Context: an optimization exercise on an open-source flow, tuned for small area, a short achievable clock period and few clock cycles. The choices shown serve that exercise and are no tape-out recipe.
At most, simulation tests tie the RTL to the original design; equivalence was not proved.
No functional check of the RTL was part of run 3.
Power is estimated from default activity; no workload was simulated.

### flow/design.v
module alu_top(
    input wire clk,
    input wire reset,
    input wire [7:0] operand_a,
    input wire [7:0] operand_b,
    input wire [1:0] operation,
    input wire start,
    output reg [15:0] result,
    output wire ready,
    output reg overflow,
    output reg zero
);
    wire [7:0] a = operand_a;
    wire [7:0] b = operand_b;
    function [9:0] brow(input [7:0] m, input one, input two, input neg, input ext);
        reg [9:0] m1, m2;
        begin
            m1 = {{2{ext & m[7]}}, m};
            m2 = {ext & m[7], m, 1'b0};
            brow = (({10{one}} & m1) | ({10{two}} & m2)) ^ {10{neg}};
        end
    endfunction
    function [2:0] benc(input [2:0] x);
        benc = {x[1] ^ x[0], (x[2] & ~x[1] & ~x[0]) | (~x[2] & x[1] & x[0]), x[2]};
    endfunction
    reg busy;           
    reg is_div;         
    reg [1:0] cnt;      
    reg flag;           
    reg [7:0] M;        
    reg [16:0] W;       
    wire [7:0] R = W[15:8];
    wire [7:0] QL = W[7:0];
    wire [13:0] P = W[13:0];                         
    wire [2:0] e3 = W[16:14];
    wire [9:0] B1 = {2'b00, b} ^ {10{operation[0]}};
    wire [10:0] S1 = {3'b000, a} + {1'b0, B1} + {10'd0, operation[0]};
    wire [7:0] s = S1[7:0];
    wire as_ov = (a[7] == (b[7] ^ operation[0])) && (s[7] != a[7]);
    wire lt = S1[9];                                 
    wire lt2 = {1'b0, a} < {b, 1'b0};                
    wire [2:0] e0 = benc({a[1:0], 1'b0});
    wire [2:0] e1 = benc(a[3:1]);
    wire [2:0] e2 = benc(a[5:3]);
    wire [9:0] r0 = brow(b, e0[2], e0[1], e0[0], 1'b1);
    wire [9:0] r1 = brow(b, e1[2], e1[1], e1[0], 1'b1);
    wire [9:0] r2 = brow(b, e2[2], e2[1], e2[0], 1'b1);
    wire [13:0] mx = {{4{r0[9]}}, r0};
    wire [13:0] my = {{2{r1[9]}}, r1, 1'b0, e0[0]};
    wire [13:0] mz = {r2, 1'b0, e1[0], 2'b00};
    wire [13:0] mv = {7'b0, a[7], 1'b0, e2[0], 4'b0};
    wire [13:0] s1 = mx ^ my ^ mz;
    wire [13:0] k1 = {(mx[12:0] & my[12:0]) | (mx[12:0] & mz[12:0]) | (my[12:0] & mz[12:0]), 1'b0};
    wire [13:0] s2 = s1 ^ k1 ^ mv;
    wire [13:0] k2 = {(s1[12:0] & k1[12:0]) | (s1[12:0] & mv[12:0]) | (k1[12:0] & mv[12:0]), 1'b0};
    wire bz = (b == 8'd0);
    wire q7 = ({7'b0, a[7]} >= b);
    wire r7 = q7 ? (a[7] - b[0]) : a[7];
    wire [1:0] x6 = {r7, a[6]};
    wire q6 = ({6'b0, x6} >= b);
    wire [1:0] r6 = q6 ? (x6 - b[1:0]) : x6;
    wire [2:0] x5 = {r6, a[5]};
    wire q5 = ({5'b0, x5} >= b);
    wire [2:0] r5 = q5 ? (x5 - b[2:0]) : x5;
    wire d_one = is_div | e3[2];
    wire d_two = ~is_div & e3[1];
    wire d_neg = is_div | e3[0];
    wire [9:0] DA = is_div ? {1'b0, R, QL[7]} : {{2{P[13]}}, P[13:6]};
    wire [9:0] DB = brow(M, d_one, d_two, d_neg, ~is_div);
    wire [10:0] T = {1'b0, DA} + {1'b0, DB} + {10'd0, is_div};
    wire qa = ~T[9];
    wire [7:0] Ra = qa ? T[7:0] : {R[6:0], QL[7]};
    wire [11:0] A2 = busy ? {3'b000, Ra, QL[6]} : s2[13:2];
    wire [11:0] B2 = busy ? {4'b1111, ~M} : k2[13:2];
    wire [12:0] S2 = {1'b0, A2} + {1'b0, B2} + {12'd0, busy};
    wire qb = ~S2[11];
    wire [7:0] Rb = qb ? S2[7:0] : {Ra[6:0], QL[6]};
    wire [13:0] p012 = {S2[11:0], s2[1:0]};
    wire fast = ~operation[1] | (operation[0] & lt2);
    wire last = busy & (~is_div | cnt[1]);
    assign ready = (start & fast) | last;
    always @(posedge clk or posedge reset) begin
        if (reset) busy <= 1'b0;
        else busy <= busy ? ~last : (start & ~fast);
    end
    always @(posedge clk) begin
        if (!busy) begin
            M <= b;
            is_div <= operation[0];
            cnt <= 2'd0;
            flag <= bz | (~operation[0] & (a == 8'd0));
            W <= operation[0] ? {1'b0, 5'b0, r5, a[4:0], q7, q6, q5} : {benc(a[7:5]), p012};
        end else begin
            cnt <= cnt + 2'd1;
            W <= {1'b0, Rb, QL[5:0], qa, qb};
        end
    end
    always @(*) begin
        if (busy) begin
            if (is_div) begin
                result = {Ra, QL[6:0], qa};
                overflow = flag;
                zero = 1'b0;
            end else begin
                result = {T[9:0], P[5:0]};
                overflow = 1'b0;
                zero = flag;
            end
        end else if (operation[1]) begin
            result = lt ? {a, 8'h00} : {s, 8'h01};
            overflow = 1'b0;
            zero = lt;
        end else begin
            result = {{8{s[7]}}, s};
            overflow = as_ov;
            zero = (s == 8'd0);
        end
    end
endmodule
### flow/flow/run.sh
#!/bin/bash
# Standard layout, with the port buffers made of sky130_fd_sc_hd__buf_2 cells
# (buffer_ports otherwise picks the slow clkdlybuf4s50_1). Every port is still buffered.
set -euo pipefail
export BUFFER_PORTS_ARGS="-buffer_cell sky130_fd_sc_hd__buf_2"
bash standard.sh > standard.log 2>&1
### flow/standard.sh
#!/bin/bash
# synth_recipe.tcl (not shown) runs the flow's synth.tcl, then flattens the netlist and writes it again
# the make line also repeats each setting of config.mk as NAME=value (left out here)
make -C /OpenROAD-flow-scripts/flow DESIGN_CONFIG=/design/flow/config.mk WORK_HOME=/design/flow/orfs CLKGATE_MAP_FILE= SYNTH_SCRIPT=/design/flow/synth_recipe.tcl "${@:-finish}"
### flow/config.mk
export PLATFORM = sky130hd
export DESIGN_NAME = alu_top
export DESIGN_NICKNAME = alu_top
export VERILOG_FILES = /design/flow/design.v
export SDC_FILE = /design/flow/constraint.sdc
export NUM_CORES = 4
export LEC_CHECK = 0
export ABC_AREA = 1
export CAP_MARGIN = 20
export CORE_MARGIN = 2
export CORE_UTILIZATION = 70
export CTS_BUF_LIST = sky130_fd_sc_hd__clkbuf_4
export SETUP_SLACK_MARGIN = 1.9
export SLEW_MARGIN = 20
### flow/constraint.sdc
create_clock -name core_clock -period 7.0 [get_ports {clk}]
set_input_delay 1.4000 -clock core_clock [delete_from_list [all_inputs] [get_ports {clk}]]
set_output_delay 1.4000 -clock core_clock [all_outputs]
set_load 0.01 [all_outputs]
==> key figures, run 1 <==
Run status
  – Status: complete, no violations

Timing
  – RSZ-0062 raised after global routing: no
  – Final Worst Setup Slack: between 2 and 2.5 ns
  – Final hold violation count: 0
  – Final clock skew: ~0.017 ns
  – Fmax: ~200 MHz
  – Final min period: 4.93 ns
  – Worst-Margin Slew: 0.754 ns
  – Setup TNS: 0 ns
  – Final Setup Violations: 0
  – Fin crit share: between 70% and 80%
  – Final slew viol count: 0
  – Max-slew headroom: between 40% and 50%

Worst setup path
  – Crit-path slowest cell: fa_1
  – Crit path max fanout: 13
  – Critical path required time: between 5 and 6 ns
  – CP cell instances: clkbuf_4 > clkinvlp_4 > fa_1 > inv_1 > nand4_1 > nand3_1 > nand2_1 > nand2_1 > nand3_1 > nand3_1 > nand2_1 > nand3_1 > buf_2
  – Startpoint Class: primary input
  – Nature of the critical path endpoint: primary output
  – WP data arrival: between 3 and 4 ns
  – Critical path class: in2out
  – Max incr delay on CP: 0.52 ns
  – Most frequent CP cell: nand3_1

Logic synthesis
  – Synth warnings: 1
  – Yosys reg bits: 30
  – Gate Count Post-Synth: around 800
  – Synthesized net count: 886
  – Part of the Yosys area used for sequential elements: a little over an eighth
  – Count of cell types in the netlist: 45
  – Syn Area/Cell: roughly 6.4 sq um
  – Synth Cell Area: roughly 5100 sq um

GRT
  – GRT overflow: 0
  – First-pass GRT wire length: approximately 25000 um
  – Initial antenna violation count: 0
  – Number of global-route vias before repair: between 5k and 6k
  – GRT Util Overall: about two fifths
  – Pin count of the biggest net entering global routing: 52

Die
  – Die height: roughly 90 um
  – Core area: a little over 7000 sq um
  – Boundary Pins: 40
  – Site Rows: 31
  – Die X: around 90 um
  – Initial core utilization: 71.6%
  – Die ar.: roughly 8000 sq um

Finish
  – Inserted Diodes: 0
  – Fin nets: about 930
  – Util after Layout: 78.7%
  – Area Growth Syn to Fin: 9.91%
  – Most frequent cells in the layout: nand2_1 (215), inv_1 (106), nand3_1 (62), ha_1 (48), xor2_1 (44)
  – Commonest non-fill, non-tap cell in the layout: nand2_1
  – Share of cells above drive strength 1: 13.8%
  – # fillers: between 500 and 600
  – Final Instance Count excl. Fillers: between 900 and 1k
  – Design area: 5650 sq um

Pwr
  – Leakage: 0.00297 uW
  – Pwr per Cell Area: 386 nW/um^2
  – Clk pwr share: ~5.0%
  – Combinational fraction of design power: between 80 and 90%
  – Sw Pwr: 1280 uW
  – Flop pwr share: between 10% and 20%
  – Worst VDD drop: slightly above 0.2 mV
  – P_int: approximately 900 uW
  – Sw Ratio: 58.6%

Drt
  – Initial drt markers: about 690
  – Total wire length: around 17000 um
  – Drc violations: 0
  – Post-DRT Antenna Nets: 0
  – Vias per cell: between 6 and 7
  – Per-cell routed wire length: between 15 and 20 um
  – Metal2 WL: roughly 7600 um
  – Top layer in use: met4
  – M1 WL: roughly 6400 um
  – Detailed Routing Iterations Pass 1: 5
  – Met3 wire length: approximately 1900 um
  – Via count: 5830

Clock tree
  – Total CTS buffers: 5
  – Later-pin clock latency in the skew report: roughly 0.34 ns
  – Hold buffer count at CTS: 0
  – CTS tree: built
  – Clock Sinks: 30
  – Clock Path Buffers: 2
  – H-tree depth: 2
  – CTS clk-pin slew, worst paths: roughly 0.10 ns
  – Clk root buf: clkbuf_4

Placed design
  – GPL Wtd Cong: ~0.98
  – DPL Wire Length: 12800 um
  – Area of placed instances: about 5400 sq um
  – Worst slack, placed: 1.45 ns
  – Buffers added on ports: 39
  – Inst Count DP: 919

Flow run
  – Max Cap Viol: 0

Min path
  – Worst hold path class: reg2reg
==> cells by family after synthesis <==
logic type	Yosys count	share of synthesized area (%)
AND/OR/NAND/NOR	365	31.1
AO/OA/AOI/OAI	142	16.3
buffers and inverters	139	10.5
adder cells (fa/ha/maj)	66	18.7
XOR/XNOR	57	9.72
flip-flops	30	13.7
==> metal layers <==
metal | vias up | global-route usage (%)
li1 | 2726 | -
met1 | 2611 | 54.2
met2 | 421 | 67.2
met3 | 72 | 7.86
met4 | 0 | 12.9
met5 | - | 0
==> per-stage QoR <==
stage	hold slack, ns	total power [uW]
4_1_cts	0.480	2040
6_report	0.481	2180
5_1_grt	0.488	2350
2_1_floorplan	0.413	1510
3_3_place_gp	0.420	1890
3_5_place_dp	0.465	1920
==> critical path, delay by kind of cell <==
kind,cells,cell delay (ns)
adders and majority gates,1,0.52
buffers and inverters,4,0.74
and+or+nand+nor,8,0.88
==> sequential cells by signal (all words and copies together), names as in the netlist <==
| register | cells |
|---|---|
| flag | 1 |
| is_div | 1 |
| W | 17 |
| M | 8 |
| cnt | 2 |
| busy | 1 |
==> worst paths after layout <==
kind,startpoint,end,slack (ns),cells past startpoint
worst max-delay path,operand_a[1],result[14],2.07,13
worst min register to register,cnt[0],cnt[0],0.48,1
worst min-delay path,cnt[0],cnt[0],0.48,1
worst max register to register,is_div,W[15],2.32,26
min in group asynchronous,reset,busy,0.87,2
max in group asynchronous,reset,busy,6.04,2
==> power by group through the flow <==
stage | Combinational [uW] | Clock, uW | Sequential (uW)
after floorplan | 1250 | 0 | 260
after global placement | 1610 | 0 | 278
after detailed placement | 1640 | 0 | 280
after CTS | 1660 | 107 | 273
after global routing | 1960 | 115 | 278
final | 1800 | 109 | 274
==> repair_timing <==
item                                    in CTS  in global routing
pin swaps                                    0                  7
gates resized for setup                      5                 25
endpoints found under the setup margin      17                 17
endpoints found under the hold margin        0                  0
buffers inserted                             2                 13
==> cells in the mapped netlist <==
cell	instances	area share, %
nor3_4	1	0.32
buf_6	1	0.22
nand2_1	218	16
dfrtp_1	1	0.49
a21boi_0	2	0.29
ha_1	48	12
xor2_1	44	7.5
o31ai_1	1	0.15
inv_2	4	0.29
nand3b_1	3	0.44
nand2_2	9	1.1
o21ai_0	41	4.0
o21ai_2	2	0.34
nand3_1	63	6.1
a31oi_1	5	0.61
a21oi_2	1	0.17
nand3_2	4	0.78
nor3_1	5	0.49
a21o_1	3	0.44
clkbuf_1	11	0.80
o21a_1	2	0.29
inv_1	110	8.0
nand4_1	9	1.1
nor2_1	41	3.0
dfxtp_1	19	7.4
o2111ai_1	1	0.17
o221ai_1	8	1.4
or2_2	7	0.85
o21ai_1	8	0.78
o211ai_1	5	0.73
clkinv_1	5	0.37
nand2_4	1	0.22
buf_1	2	0.15
fa_1	18	7.0
nor2_4	1	0.22
nor2_2	1	0.12
a22oi_1	1	0.15
a21oi_1	31	3.0
xnor2_1	13	2.2
and2_1	1	0.12
buf_2	6	0.58
edfxtp_1	10	5.8
o21bai_1	2	0.29
nand4_2	1	0.24
o22ai_1	29	3.5
==> layout make-up <==
cell class	instances	area, sq um	area share [%]
repair buffers	56	334	5.92
multi-input cells	630	3970	70.2
clock inverters	2	10.0	0.177
flip-flops and latches	30	706	12.5
clock buffers	6	45.0	0.798
well taps	99	124	2.19
inverters	119	462	8.18
Testbench counts, summed over its fixed seeds: cycles 4,589.
==> run 2: changes to the inputs <==
--- a/flow/config.mk
+++ b/flow/config.mk
@@ -8,7 +8,7 @@
 export ABC_AREA = 1
 export CAP_MARGIN = 20
 export CORE_MARGIN = 2
-export CORE_UTILIZATION = 70
-export CTS_BUF_LIST = sky130_fd_sc_hd__clkbuf_4
-export SETUP_SLACK_MARGIN = 1.9
+export CORE_UTILIZATION = 65
+export CTS_BUF_LIST = sky130_fd_sc_hd__clkbuf_8
+export SETUP_SLACK_MARGIN = 1.8
 export SLEW_MARGIN = 20
==> run 2 against run 1 <==
Setup slack worse by 0.095 ns. Routed wire length is 1.0% lower. Hold slack worse by 0.026 ns. Clock power is 23% higher. Core utilization is 5.5 points lower. Global-route usage is 3.5 points lower. Critical path type is now in2reg.
==> key figures, run 2 <==
Timing
  – Max-slew headroom: 46.2% (-3.4 points)
  – WHS: 0.456 ns (-0.0259 ns)
  – Final hold violation count: 0 (unchanged)
  – Final clock skew: 0.00790 ns (-0.00951 ns)
  – Setup TNS: 0 ns (unchanged)
  – Final Setup Violations: 0 (unchanged)
  – Fmax: 199 MHz (-1.9%)
  – Fin crit share: 71.8% (+1.4 points)
  – RSZ-0062 raised after global routing: no
  – Final min period: 5.03 ns (+0.0954 ns)
  – Worst-Margin Slew: 0.804 ns (+0.0503 ns)
  – Final slew viol count: 0 (unchanged)

Clock tree
  – CTS clk-pin slew, worst paths: 0.07 ns (-0.03 ns)
  – Later-pin clock latency in the skew report: 0.29 ns (-0.05 ns)
  – Total CTS buffers: 5 (unchanged)
  – H-tree depth: 2 (unchanged)
  – Clock Sinks: 30 (unchanged)
  – Hold buffer count at CTS: 0 (unchanged)
  – Clk root buf: clkbuf_8
  – CTS tree: built
  – Clock Path Buffers: 2 (unchanged)

GRT
  – Initial antenna violation count: 0 (unchanged)
  – GRT Util Overall: 37.3% (-3.5 points)
  – First-pass GRT wire length: 25400 um (+0.79%)
  – Pin count of the biggest net entering global routing: 52 (unchanged)
  – GRT overflow: 0 (unchanged)
  – Number of global-route vias before repair: 5141 (+0.76%)

Min path
  – Worst hold path class: reg2reg
  – Hold Path Origin: cnt[0]
  – WHS Path Cells: 1 (unchanged)

Worst setup path
  – Reg-to-Reg Start: is_div
  – Startpoint Class: primary input
  – CP cell instances: clkbuf_4 > nand2_1 > inv_1 > nor2_1 > inv_1 > o22ai_1 > xor2_1 > fa_1 > inv_1 > fa_1 > nand2_1 > o21ai_1 > ha_1 > a21oi_2 > o21a_1 > nand2_1 > nand2_1 > nand2_1 > nand2_2 > nand2_2 > nand3_1 > nand2_1 > o21ai_1
  – Most frequent CP cell: nand2_1
  – WP data arrival: 5.19 ns (+1.66 ns)
  – R2R depth: 27 (+3.8%)
  – Start point of the critical path: operand_a[3]
  – Buffers & Inverters on Critical Path: 4 (unchanged)
  – Nature of the critical path endpoint: register
  – Crit path max fanout: 10 (-3)
  – Max incr delay on CP: 0.44 ns (-0.08 ns)
  – Top delay family on crit path: adder cells
  – Stages on the worst setup path: 23 (+10)
  – Critical path class: in2reg
  – Flop-to-flop setup slack: 2.19 ns (-0.13 ns)
  – Crit-path slowest cell: fa_1
  – Critical path required time: 7.16 ns (+1.56 ns)

Pwr
  – Final Total Pwr: 2180 uW (-0.25%)
  – Sw Ratio: 58.0% (-0.61 points)
  – Combinational fraction of design power: 81.4% (-1.0 points)
  – Worst VDD drop: 0.167 mV (-18%)
  – Flop pwr share: 12.5% (about the same)
  – Clk pwr share: 6.2% (+1.2 points)
  – Pwr per Cell Area: 387 nW/um^2 (about the same)
  – Leakage: 0.00296 uW (-0.26%)
  – P_int: 914 uW (+1.2%)
  – Sw Pwr: 1260 uW (-1.3%)

Die
  – Die height: 92.9 um (+3.6%)
  – Die ar.: 8630 sq um (+7.3%)
  – Die X: 92.9 um (+3.6%)
  – Initial core utilization: 66.8% (-4.8 points)
  – Core area: 7690 sq um (+7.1%)
  – Boundary Pins: 40 (unchanged)
  – Site Rows: 32 (+3.2%)

Finish
  – Final Instance Count excl. Fillers: 941 (-0.11%)
  – Fin nets: 925 (-0.43%)
  – Inserted Diodes: 0 (unchanged)
  – Most frequent cells in the layout: nand2_1 (215), inv_1 (107), nand3_1 (62), ha_1 (48), xor2_1 (44)
  – Util after Layout: 73.2% (-5.5 points)
  – Leading registers by flop count: W x17, M x8, cnt x2
  – Area Growth Syn to Fin: 9.55%
  – Commonest non-fill, non-tap cell in the layout: nand2_1
  – Max reg flops: 17 (unchanged)
  – Largest register by flop count: W
  – Share of cells above drive strength 1: 12.4% (-1.4 points)
  – # fillers: 665 (+17%)

Drt
  – Vias per cell: 6.04 (-2.4%)
  – Post-DRT Antenna Nets: 0 (unchanged)
  – Per-cell routed wire length: 17.4 um (-0.92%)
  – Detailed Routing Iterations Pass 1: 6 (+1)
  – Initial drt markers: 508 (-26%)
  – Drc violations: 0 (unchanged)
  – Total wire length: 16400 um (-1.0%)
  – Via count: 5686 (-2.5%)

Placed design
  – DPL Wire Length: 12800 um (about the same)
  – Inst Count DP: 922 (+0.33%)
  – GPL Wtd Cong: 1.01 (+2.8%)
  – Buffers added on ports: 39 (unchanged)

Logic synthesis
  – Post-synth top area share: 15.9% (unchanged)
  – Top cells by area, synth: nand2_1 (16%), ha_1 (12%), inv_1 (8.0%)
  – Synthesized net count: 886 (unchanged)
  – Gate Count Post-Synth: 799 (unchanged)
  – Synth Cell Area: 5140 sq um (unchanged)
  – Top FF cell, synth: dfxtp_1
  – Synth warnings: 1 (unchanged)
  – Part of the Yosys area used for sequential elements: 13.7% (unchanged)
  – Count of cell types in the netlist: 45 (unchanged)
  – Count leader, synth: nand2_1
  – Synth area leader: nand2_1
  – Post-synth top cells: nand2_1 (218), inv_1 (110), nand3_1 (63), ha_1 (48), xor2_1 (44)
  – Asr flop ratio synth: 3.33% (unchanged)
  – Yosys reg bits: 30 (unchanged)
  – Syn Area/Cell: 6.43 sq um (unchanged)
  – Post-synth EDFFs: 10 (unchanged)

Run status
  – Status: complete, no violations

Flow run
  – Max Cap Viol: 0 (unchanged)
run 2: through the flow:
stage / cell area [sq um] / worst slack [ns]
final: 5630 / 1.97
after global routing: 5630 / 1.75
after CTS: 5490 / 1.85
after detailed placement: 5380 / 1.34
after global placement: 5380 / 1.65
after floorplan: 5140 / 2.10
run 2: worst paths after layout:
check                         end
max                         W[15]
min                        cnt[0]
max reg2reg                 W[15]
min reg2reg                cnt[0]
max in group asynchronous    busy
min in group asynchronous    busy
run 2: power groups by stage:
stage,clock [uW],combinational (uW),sequential (uW)
2_1_floorplan,0,1250,260
3_3_place_gp,0,1630,278
3_5_place_dp,0,1650,278
4_1_cts,132,1670,271
5_1_grt,138,1940,276
6_report,134,1770,272
run 2: repair_timing:
item                       CTS  global route
setup buffers                2             9
gates resized for setup      4            19
pin swaps                    0             5
setup endpoints to repair   16            17
run 2: area by class of cell:
| cell class | count | area [sq um] | area share [%] |
|---|---|---|---|
| multi-input cells | 630 | 3960 | 70.4 |
| flip-flops and latches | 30 | 706 | 12.5 |
| inverters | 119 | 454 | 8.07 |
| repair buffers | 52 | 300 | 5.34 |
| well taps | 102 | 128 | 2.27 |
| clock buffers | 5 | 68.8 | 1.22 |
| clock inverters | 3 | 11.3 | 0.200 |
run 2: per-layer routing:
metal / global-route usage (%) / up-vias / part of all wire, %
li1: - / 2712 / -
met1: 49.9 / 2551 / 40
met2: 60.0 / 356 / 45
met3: 5.86 / 67 / 11
met4: 15.6 / 0 / 4.9
met5: 0 / - / 0
run 2: cells by family after synthesis:
logic type                 synth area share (%)
and+or+nand+nor                            31.1
xor gates and xnor gates                   9.72
DFF                                        13.7
adders and majority gates                  18.7
AOI/OAI and AO/OA                          16.3
buffers and inverters                      10.5
==> run 3: changes to the inputs <==
--- a/flow/design.v
+++ b/flow/design.v
@@ -25,14 +25,15 @@
     endfunction
     reg busy;           
     reg is_div;         
+    reg is_mul;         
     reg [1:0] cnt;      
     reg flag;           
     reg [7:0] M;        
-    reg [16:0] W;       
+    reg [19:0] W;       
     wire [7:0] R = W[15:8];
     wire [7:0] QL = W[7:0];
     wire [13:0] P = W[13:0];                         
-    wire [2:0] e3 = W[16:14];
+    wire [3:0] dc = W[19:16];                        
     wire [9:0] B1 = {2'b00, b} ^ {10{operation[0]}};
     wire [10:0] S1 = {3'b000, a} + {1'b0, B1} + {10'd0, operation[0]};
     wire [7:0] s = S1[7:0];
@@ -62,12 +63,9 @@
     wire [2:0] x5 = {r6, a[5]};
     wire q5 = ({5'b0, x5} >= b);
     wire [2:0] r5 = q5 ? (x5 - b[2:0]) : x5;
-    wire d_one = is_div | e3[2];
-    wire d_two = ~is_div & e3[1];
-    wire d_neg = is_div | e3[0];
-    wire [9:0] DA = is_div ? {1'b0, R, QL[7]} : {{2{P[13]}}, P[13:6]};
-    wire [9:0] DB = brow(M, d_one, d_two, d_neg, ~is_div);
-    wire [10:0] T = {1'b0, DA} + {1'b0, DB} + {10'd0, is_div};
+    wire [9:0] DA = is_mul ? {{2{P[13]}}, P[13:6]} : {1'b0, R, QL[7]};
+    wire [9:0] DB = brow(M, dc[3], dc[2], dc[1], dc[0]);
+    wire [10:0] T = {1'b0, DA} + {1'b0, DB} + {10'd0, ~dc[0]};
     wire qa = ~T[9];
     wire [7:0] Ra = qa ? T[7:0] : {R[6:0], QL[7]};
     wire [11:0] A2 = busy ? {3'b000, Ra, QL[6]} : s2[13:2];
@@ -87,12 +85,13 @@
         if (!busy) begin
             M <= b;
             is_div <= operation[0];
+            is_mul <= ~operation[0];
             cnt <= 2'd0;
             flag <= bz | (~operation[0] & (a == 8'd0));
-            W <= operation[0] ? {1'b0, 5'b0, r5, a[4:0], q7, q6, q5} : {benc(a[7:5]), p012};
+            W <= operation[0] ? {4'b1010, 5'b0, r5, a[4:0], q7, q6, q5} : {benc(a[7:5]), 1'b1, 2'b00, p012};
         end else begin
             cnt <= cnt + 2'd1;
-            W <= {1'b0, Rb, QL[5:0], qa, qb};
+            W <= {4'b1010, Rb, QL[5:0], qa, qb};
         end
     end
     always @(*) begin
--- a/flow/config.mk
+++ b/flow/config.mk
@@ -8,7 +8,7 @@
 export ABC_AREA = 1
 export CAP_MARGIN = 20
 export CORE_MARGIN = 2
-export CORE_UTILIZATION = 65
+export CORE_UTILIZATION = 70
 export CTS_BUF_LIST = sky130_fd_sc_hd__clkbuf_8
-export SETUP_SLACK_MARGIN = 1.8
+export SETUP_SLACK_MARGIN = 2.0
 export SLEW_MARGIN = 20
==> run 3 against run 2 <==
Clock skew up 0.0011 ns. Clock power up 17%. Register-to-register slack better by 0.36 ns. Combinational power down 14%. Core utilization up 7.0 points. Count of clock-buffer cells in the layout up 1. Sequential cell count up 4. Die area down 4.4%. Largest power group unchanged.
==> key figures, run 3 <==
Logic synthesis
  – Synth warnings: 1 (unchanged)
  – Synth Area in Adders: 18.2% (-0.51 points)
  – Part of the Yosys area used for sequential elements: 15.1% (+1.3 points)
  – Post-synth top cells: nand2_1 (230), inv_1 (109), nand3_1 (69), ha_1 (48), nor2_1 (42)
  – Yosys reg bits: 34 (+13%)
  – Compound-Gate Fraction of Synth Area: 13.8% (-2.5 points)
  – Syn Area/Cell: 6.51 sq um (+1.3%)
  – Post-synth top area share: 16.4% (+0.42 points)
  – Top cells by area, synth: nand2_1 (16%), ha_1 (11%), dfxtp_1 (8.3%)
  – Synth Area in XOR/XNOR: 8.96% (-0.76 points)
  – Asr flop ratio synth: 2.94% (-0.39 points)
  – Count leader, synth: nand2_1
  – Gate Count Post-Synth: 811 (+1.5%)
  – Count of cell types in the netlist: 49 (+8.9%)
  – Simple-Gate Fraction of Synth Area: 33.2% (+2.1 points)
  – Top FF cell, synth: dfxtp_1
  – Proportion of synthesized area in mux cells: 0% (unchanged)
  – Synth Cell Area: 5280 sq um (+2.8%)
  – Largest family of logic cells by synthesized area: simple AND/OR/NAND/NOR gates
  – Synthesized net count: 898 (+1.4%)
  – Post-synth EDFFs: 11 (+1)
  – Synth area leader: nand2_1

Die
  – Site Rows: 31 (-3.1%)
  – Initial core utilization: 72.4% (+5.6 points)
  – Die height: 90.8 um (-2.2%)
  – Boundary Pins: 40 (unchanged)
  – Die X: 90.8 um (-2.2%)
  – Core area: 7290 sq um (-5.1%)
  – Die ar.: 8250 sq um (-4.4%)

Drt
  – Total wire length: 16400 um (about the same)
  – Drc violations: 0 (unchanged)
  – Vias per cell: 6.08 (+0.68%)
  – Via count: 5761 (+1.3%)
  – Per-cell routed wire length: 17.3 um (-0.72%)
  – Detailed Routing Iterations Pass 1: 5 (-1)
  – Post-DRT Antenna Nets: 0 (unchanged)
  – Initial drt markers: 581 (+14%)

Finish
  – Leading registers by flop count: W x20, M x8, cnt x2
  – Most frequent cells in the layout: nand2_1 (224), inv_1 (108), nand3_1 (68), ha_1 (48), xor2_1 (40)
  – Max reg flops: 20 (+3)
  – Inserted Diodes: 0 (unchanged)
  – Area Growth Syn to Fin: 10.8%
  – # fillers: 555 (-17%)
  – Fin nets: 934 (+0.97%)
  – Commonest non-fill, non-tap cell in the layout: nand2_1
  – Util after Layout: 80.2% (+7.0 points)
  – Share of cells above drive strength 1: 14.3% (+1.9 points)
  – Largest register by flop count: W

Clock tree
  – Later-pin clock latency in the skew report: 0.30 ns (about the same)
  – Total CTS buffers: 5 (unchanged)
  – CTS clk-pin slew, worst paths: 0.08 ns (about the same)
  – Clock Sinks: 34 (+13%)
  – Clock Path Buffers: 2 (unchanged)
  – Clk root buf: clkbuf_8
  – H-tree depth: 2 (unchanged)
  – CTS tree: built
  – Hold buffer count at CTS: 0 (unchanged)

Run status
  – Status: complete, no violations

GRT
  – Initial antenna violation count: 0 (unchanged)
  – GRT overflow: 0 (unchanged)
  – First-pass GRT wire length: 25500 um (+0.30%)
  – GRT Util Overall: 38.6% (+1.3 points)
  – Number of global-route vias before repair: 5251 (+2.1%)
  – Pin count of the biggest net entering global routing: 55 (+5.8%)

Worst setup path
  – Crit path max fanout: 8 (-2)
  – Nature of the critical path endpoint: primary output
  – Flop-to-flop setup slack: 2.55 ns (+0.36 ns)
  – CP cell instances: clkbuf_4 > inv_4 > nand2_1 > nand2_2 > inv_1 > fa_1 > inv_1 > nand3_1 > nand2_1 > nand2_1 > nand2_2 > nand3b_1 > nor2_1 > nand3_1 > nand2_1 > nand3_1 > nand2_1 > buf_2
  – Max incr delay on CP: 0.43 ns (about the same)
  – Critical path required time: 5.60 ns (-1.56 ns)
  – R2R depth: 23 (-15%)
  – Reg2reg end: W[11]
  – Startpoint Class: primary input
  – Crit-path slowest cell: fa_1
  – Reg-to-Reg Start: is_mul
  – Critical path class: in2out
  – WP data arrival: 3.47 ns (-1.72 ns)
  – Most frequent CP cell: nand2_1

Pwr
  – Combinational fraction of design power: 76.6% (-4.8 points)
  – Final Total Pwr: 1990 uW (-8.4%)
  – Sw Ratio: 56.1% (-1.9 points)
  – Sw Pwr: 1120 uW (-11%)
  – Flop pwr share: 15.5% (+3.0 points)
  – Worst VDD drop: 0.140 mV (-16%)
  – Clk pwr share: 7.9% (+1.7 points)
  – Pwr per Cell Area: 341 nW/um^2 (-12%)
  – Leakage: 0.00309 uW (+4.4%)
  – P_int: 876 uW (-4.2%)

Timing
  – Final clock skew: 0.00899 ns (+0.00109 ns)
  – Worst-Margin Slew: 0.943 ns (+0.139 ns)
  – Final hold violation count: 0 (unchanged)
  – Setup TNS: 0 ns (unchanged)
  – Max-slew headroom: 37.0% (-9.2 points)
  – Final min period: 4.87 ns (-0.158 ns)
  – Fmax: 205 MHz (+3.2%)
  – Fin crit share: 69.6% (-2.3 points)
  – Final slew viol count: 0 (unchanged)
  – RSZ-0062 raised after global routing: yes
  – Final Setup Violations: 0 (unchanged)

Min path
  – Hold Path Origin: cnt[0]
  – Worst hold path class: reg2reg
  – WHS Path Cells: 1 (unchanged)
  – Hold Crit Endpoint: cnt[0]

Placed design
  – Buffers added on ports: 39 (unchanged)
  – GPL Wtd Cong: 1.04 (+2.9%)
  – DPL Wire Length: 12800 um (about the same)

Flow run
  – Max Cap Viol: 0 (unchanged)
-- run 3: changes by cell type after synthesis, moves of 4 or more --
cell and delta:
clkbuf_1 -4, a21oi_1 -5, nand2_1 +12, nand3b_1 +4
o21ai_0 -5, nand3_1 +6
-- run 3: per-stage QoR --
stage / cells / cell area (sq um) / setup WS [ns] / hold slack, ns
after floorplan: 811 / 5280 / 2.14 / 0.413
after global placement: 930 / 5500 / 1.66 / 0.421
after detailed placement: 930 / 5500 / 1.39 / 0.426
after CTS: 939 / 5630 / 2.00 / 0.437
after global routing: 947 / 5850 / 1.95 / 0.463
final: 947 / 5850 / 2.13 / 0.436
-- run 3: final cells by class --
class                   count  area (sq um)  share of cell area [%]
clock inverters             2          8.76                   0.150
flip-flops and latches     34           797                    13.6
repair buffers             48           304                    5.20
clock buffers               6          82.6                    1.41
well taps                  99           124                    2.12
multi-input cells         634          4030                    68.9
inverters                 124           499                    8.54
-- run 3: timing repair --
item,in CTS,in global routing
setup buffers,1,8
pin swaps,0,10
setup endpoints to repair,10,16
resized for setup,8,42
-- run 3: cell families (layout without fill, tap and decap cells) --
| logic type | Yosys count | count (layout) |
|---|---|---|
| simple gates | 390 | 390 |
| xor+xnor | 54 | 54 |
| flops | 34 | 34 |
| fa+ha+maj | 66 | 66 |
| buf+inv | 143 | 180 |
| compound gates | 124 | 124 |
-- run 3: per-layer routing --
| layer | track usage (%) | vias to the layer above | routed length, um |
|---|---|---|---|
| met5 | 0 | - | 0 |
| met4 | 14.8 | 0 | 801 |
| met3 | 6.34 | 66 | 1640 |
| met2 | 62.8 | 354 | 7500 |
| met1 | 51.6 | 2608 | 6440 |
| li1 | - | 2733 | - |
-- run 3: critical path: cells and delay by family --
kind          cells  cell delay [ns]
buf+inv           5             0.60
simple gates     12             1.04
fa+ha+maj         1             0.43
-- run 3: how the worst max path moves through the flow --
stage | startpoint | endpoint
floorplan | operand_a[1] | W[10]
global placement | operand_a[1] | W[11]
detailed placement | operand_a[1] | W[11]
CTS | operand_a[3] | W[11]
global route | operand_a[7] | W[9]
finish | operand_b[0] | zero
-- run 3: power by group through the flow --
stage,clock (uW),combinational [uW],sequential (uW)
3_5_place_dp,0,1430,311
6_report,157,1530,310
2_1_floorplan,0,1080,284
4_1_cts,152,1440,308
5_1_grt,162,1670,314
3_3_place_gp,0,1380,311

==> static timing again, ports no longer ideal <==
Ports are ideal in the flow. The routed layouts listed here were re-timed in OpenROAD. Step 1: set_driving_cell puts a clkbuf_16 on clk and a buf_2 on each other input, an assumption about the parent block. Step 2 also shifts input and output timing later by t, the mid clock arrival at the registers, as if the neighbouring blocks saw the same clock. Three values: no drivers, after step 1, after step 2; two values: the first two.
| run | shift t [ns] | setup WS [ns] | clock arrival spread, ns |
|---|---|---|---|
| run 1 | 0.358 | 2.066 / 2.040 / 1.736 | 0.018 / 0.017 |
| run 2 | 0.315 | 1.971 / 1.959 / 1.664 | 0.008 / 0.008 |
| run 3 | 0.323 | 2.129 / 2.099 / 1.856 | 0.009 / 0.009 |
After both steps every run listed still meets setup and hold. The setup slack of run 1, which loses most, moves by -0.026 ns with the drivers and by -0.330 ns with both steps.
